This design comes from an exercise in tuning for small area, a short achievable clock period and few clock cycles per item on the open sky130 flow, not from production work.
In this exercise RTL edits were held to simulation tests only and were not proved equivalent to the original.
The flow treats the clock pin as an ideal source. Dropping or thinning the clock tree relies on that and would not hold on a real chip.

// matrixMultiplier
module matrixMultiplier(input st, rst, clk, input [7:0] data_in, output done, output [7:0] dataout);
  reg run, wt, done_r;
  reg [2:0] ph;            
  reg la, lb, w;           
  wire d8, d17, d18, d26;  
  wire start = wt & ~st;
  always @(posedge clk or posedge rst)
    if (rst) begin run <= 1'b0; wt <= 1'b0; done_r <= 1'b0; end
    else begin
      wt <= wt ? st : (~run & st);
      run <= start | (run & ~(w & d18));    
      done_r <= run & lb & d17;             
    end
  assign done = done_r;
  always @(posedge clk) begin
    la <= start | (la & ~d8);
    lb <= ~start & ((lb & ~d17) | (la & d8));
    w <= ~start & (w | d26);
    ph <= start ? 3'b001 : {ph[1:0], ph[2]};    
  end
  reg [7:0] ra0,ra1,ra2,ra3,ra4,ra5,ra6,ra7,ra8;
  reg [7:0] rb0,rb1,rb2,rb3,rb4,rb5,rb6,rb7,rb8;
  wire lda = la;
  wire ldb = lb;
  always @(posedge clk) begin
    ra0 <= lda ? data_in : ra8;
    {ra8,ra7,ra6,ra5,ra4,ra3,ra2,ra1} <= {ra7,ra6,ra5,ra4,ra3,ra2,ra1,ra0};
    rb0 <= ldb ? data_in : rb8;
    {rb8,rb7,rb6,rb5,rb4,rb3,rb2,rb1} <= {rb7,rb6,rb5,rb4,rb3,rb2,rb1,rb0};
  end
  reg [2:0] sa;
  reg [4:0] sb;
  wire ke = ph[1];
  ...
Size: roughly 20 I/O pins.
==> flow/config.mk <==
export PLATFORM = sky130hd
export DESIGN_NAME = matrixMultiplier
export DESIGN_NICKNAME = matrixMultiplier
export VERILOG_FILES = /design/flow/design.v
export SDC_FILE = /design/flow/constraint.sdc
export NUM_CORES = 4
export LEC_CHECK = 0
export ABC_CLOCK_PERIOD_IN_PS = 3000
export CAP_MARGIN = 20
export CORE_MARGIN = 2
export CORE_UTILIZATION = 65
export SLEW_MARGIN = 20
==> flow/constraint.sdc <==
create_clock -name core_clock -period 10.0 [get_ports {clk}]
set_input_delay 2.0000 -clock core_clock [delete_from_list [all_inputs] [get_ports {clk}]]
set_output_delay 2.0000 -clock core_clock [all_outputs]
set_load 0.01 [all_outputs]
standard.sh (not shown) runs the stock make flow with config.mk's settings and CLKGATE_MAP_FILE= SYNTH_SCRIPT=/design/flow/synth_recipe.tcl, a recipe that flattens the netlist after the stock synthesis.
==> flow/flow/run.sh <==
#!/bin/bash
# Own layout flow: the standard ORFS flow (standard.sh, unchanged synthesis),
# with the port buffers made of sky130_fd_sc_hd__buf_1 instead of the default
# delay-cell buffers, a larger setup-repair margin, and a clock tree of our own:
# a hook after clock-tree synthesis (flow/cts_tree.tcl) rebuilds it as two
# levels of clkbuf_16 (N1 buffers driven by the clock port, N2 leaf buffers
# under each).  Every make step writes its own log under orfs/logs/; make's
# own output goes to standard.log.
set -euo pipefail
export BUFFER_PORTS_ARGS="-buffer_cell sky130_fd_sc_hd__buf_1"
export SETUP_SLACK_MARGIN=7.2
export CTS_ARGS="-sink_clustering_enable -repair_clock_nets -sink_clustering_size 30 -sink_clustering_max_diameter 100 -buf_list sky130_fd_sc_hd__clkbuf_16 -dont_use_dummy_load"
export CLK_TREE_N1=3
export CLK_TREE_N2=3
export POST_CTS_TCL="$PWD/flow/cts_tree.tcl"
bash standard.sh > standard.log 2>&1
==> flow/flow/cts_tree.tcl <==
# POST_CTS_TCL hook: replace the clock tree that TritonCTS built by a two-level
# tree of our own.  The clock port drives N1 buffers placed at the centres of
# N1 register clusters (k-means on the placed registers); each drives N2 leaf
# buffers at the centres of sub-clusters, which drive the registers.  Every
# register gets the clock through two buffers of the same kind.  Then, as
# cts.tcl does after clock_tree_synthesis, the placement is legalised and
# timing repaired.
proc kmeans {pts nb} {
  # pts: list of {x y payload}; returns list of cluster index per point and centres
  set np [llength $pts]
  set cx 0; set cy 0
  foreach p $pts { set cx [expr {$cx+[lindex $p 0]}]; set cy [expr {$cy+[lindex $p 1]}] }
  set cx [expr {double($cx)/$np}]; set cy [expr {double($cy)/$np}]
  set cent {}
  # init: spread points by angle, pick nb points evenly
  set sorted [lsort -real -index 3 [lmap p $pts {list {*}[lrange $p 0 2] [expr {atan2([lindex $p 1]-$cy,[lindex $p 0]-$cx)}]}]]
  for {set k 0} {$k < $nb} {incr k} {
    set p [lindex $sorted [expr {int(($k+0.5)*$np/$nb)}]]
    lappend cent [list [expr {($cx+[lindex $p 0])/2.0}] [expr {($cy+[lindex $p 1])/2.0}]]
  }
  for {set iter 0} {$iter < 40} {incr iter} {
    set sx [lrepeat $nb 0.0]; set sy [lrepeat $nb 0.0]; set sn [lrepeat $nb 0]
    set asg {}
    foreach p $pts {
      set best 0; set bd 1e30
      for {set k 0} {$k < $nb} {incr k} {
        set c [lindex $cent $k]
        set d [expr {abs([lindex $p 0]-[lindex $c 0])+abs([lindex $p 1]-[lindex $c 1])}]
        if {$d < $bd} { set bd $d; set best $k }
      }
      lappend asg $best
      lset sx $best [expr {[lindex $sx $best]+[lindex $p 0]}]
      lset sy $best [expr {[lindex $sy $best]+[lindex $p 1]}]
      lset sn $best [expr {[lindex $sn $best]+1}]
    }
    for {set k 0} {$k < $nb} {incr k} {
      if {[lindex $sn $k] > 0} { lset cent $k [list [expr {[lindex $sx $k]/[lindex $sn $k]}] [expr {[lindex $sy $k]/[lindex $sn $k]}]] }
    }
  }
  return [list $asg $cent]
}
proc mkbuf {block master name innet x y} {
  set inst [odb::dbInst_create $block $master $name]
  set net [odb::dbNet_create $block "${name}_net"]
  $net setSigType CLOCK
  [$inst findITerm A] connect $innet
  [$inst findITerm X] connect $net
  $inst setLocation [expr {int($x)}] [expr {int($y)}]
  $inst setPlacementStatus PLACED
  return $net
}
proc build_tree2 {n1 n2 bufmaster} {
  set block [ord::get_db_block]
  set master [[ord::get_db] findMaster $bufmaster]
  set clknet [[$block findBTerm clk] getNet]
  set sinks {}; set todo [list $clknet]; set dead {}
  while {[llength $todo]} {
    set n [lindex $todo 0]; set todo [lrange $todo 1 end]
    foreach it [$n getITerms] {
      set inst [$it getInst]; set mn [[$inst getMaster] getName]
      if {[$it isOutputSignal]} continue
      if {[string match "*clkbuf*" $mn] || [string match "*clkinv*" $mn]} {
        lappend todo [[$inst findITerm X] getNet]; lappend dead $inst
      } else { lappend sinks $it }
    }
  }
  foreach inst $dead {
    set on [[$inst findITerm X] getNet]
    foreach it [$on getITerms] { if {[$it getInst] != $inst} { $it disconnect } }
    odb::dbInst_destroy $inst
    if {$on != $clknet} { odb::dbNet_destroy $on }
  }
  set pts {}
  foreach it $sinks {
    set b [[$it getInst] getBBox]
    lappend pts [list [expr {([$b xMin]+[$b xMax])/2}] [expr {([$b yMin]+[$b yMax])/2}] $it]
  }
  lassign [kmeans $pts $n1] asg1 cent1
  set nleaf 0
  for {set a 0} {$a < $n1} {incr a} {
    set sub {}
    foreach p $pts k $asg1 { if {$k == $a} { lappend sub $p } }
    if {![llength $sub]} continue
    set c [lindex $cent1 $a]
    set l1net [mkbuf $block $master "clkbuf_l1_$a" $clknet [lindex $c 0] [lindex $c 1]]
    set m [expr {min($n2, [llength $sub])}]
    lassign [kmeans $sub $m] asg2 cent2
    for {set b 0} {$b < $m} {incr b} {
      set c2 [lindex $cent2 $b]
      set lnet [mkbuf $block $master "clkbuf_l2_${a}_$b" $l1net [lindex $c2 0] [lindex $c2 1]]
      incr nleaf
      foreach p $sub k $asg2 { if {$k == $b} { set it [lindex $p 2]; $it disconnect; $it connect $lnet } }
    }
  }
  puts "my clock tree: $n1 level-1 buffers, $nleaf leaf buffers, [llength $sinks] sinks, removed [llength $dead] buffers"
}
build_tree2 $::env(CLK_TREE_N1) $::env(CLK_TREE_N2) sky130_fd_sc_hd__clkbuf_16
detailed_placement
estimate_parasitics -placement
report_clock_skew
repair_timing_helper
detailed_placement
check_placement -verbose
Testbench counts at the start, summed over its fixed seeds: cycles 7,680, items 160.
Edit:
--- a/flow/flow/run.sh
+++ b/flow/flow/run.sh
@@ -2,3 +2,3 @@
 # Own layout flow: the standard ORFS flow (standard.sh, unchanged synthesis),
-# with the port buffers made of sky130_fd_sc_hd__buf_1 instead of the default
+# with the port buffers made of sky130_fd_sc_hd__buf_2 instead of the default
 # delay-cell buffers, a larger setup-repair margin, and a clock tree of our own:
@@ -9,7 +9,7 @@
 set -euo pipefail
-export BUFFER_PORTS_ARGS="-buffer_cell sky130_fd_sc_hd__buf_1"
+export BUFFER_PORTS_ARGS="-buffer_cell sky130_fd_sc_hd__buf_2"
 export SETUP_SLACK_MARGIN=7.2
 export CTS_ARGS="-sink_clustering_enable -repair_clock_nets -sink_clustering_size 30 -sink_clustering_max_diameter 100 -buf_list sky130_fd_sc_hd__clkbuf_16 -dont_use_dummy_load"
-export CLK_TREE_N1=3
-export CLK_TREE_N2=3
+export CLK_TREE_N1=2
+export CLK_TREE_N2=5
 export POST_CTS_TCL="$PWD/flow/cts_tree.tcl"
The changed run completed with no timing, DRC or antenna violations.
Synthesized area stays the same.
Wire length stays flat.
Via count went down by 1.5%.
Edit:
--- a/flow/flow/run.sh
+++ b/flow/flow/run.sh
@@ -12,4 +12,4 @@
 export CTS_ARGS="-sink_clustering_enable -repair_clock_nets -sink_clustering_size 30 -sink_clustering_max_diameter 100 -buf_list sky130_fd_sc_hd__clkbuf_16 -dont_use_dummy_load"
-export CLK_TREE_N1=2
-export CLK_TREE_N2=5
+export CLK_TREE_N1=3
+export CLK_TREE_N2=4
 export POST_CTS_TCL="$PWD/flow/cts_tree.tcl"
The new run produced a clean layout.
Final area rises by 0.74%.
Routed wire length drops by 1.0%.
Cell count rises by 0.38%.
Utilization went up by 0.53 points.
Area after synthesis is unchanged.
First-iteration DRC count decreases by 5.3%.
Fmax rose by 1.3%.
Synthesized cell count does not change.
In every run of this note, the design's own scripts or RTL, not TritonCTS, make the clock network.

==> re-timing with driven ports <==
In the flow no input, the clock included, has a driving cell. The finished layouts below were timed again as built, in two steps. Step 1, drivers: a clkbuf_16 drives clk and a buf_2 each remaining input, both assumed. Step 2, shift: input delay + t, output delay - t, t = (earliest + latest rising clock arrival at the registers) / 2. This alone moves slack from input paths to output paths. a / b / c = no drivers / after step 1 / after step 2; a / b = the first two.
| run | shift t [ns] | setup slack, ns | clock arrival spread, ns | worst slew at a driven data input, ns | pins driven straight from the clock port |
|---|---|---|---|---|---|
| the first run | 0.368 | 7.193 / 7.125 / 7.212 | 0.033 / 0.032 | 0.03 | 3 |
| the second run | 0.373 | 7.161 / 7.108 / 7.263 | 0.026 / 0.026 | 0.03 | 2 |
| the third run | 0.360 | 7.197 / 7.129 / 7.260 | 0.028 / 0.027 | 0.03 | 3 |
After both steps every run listed still meets setup and hold.
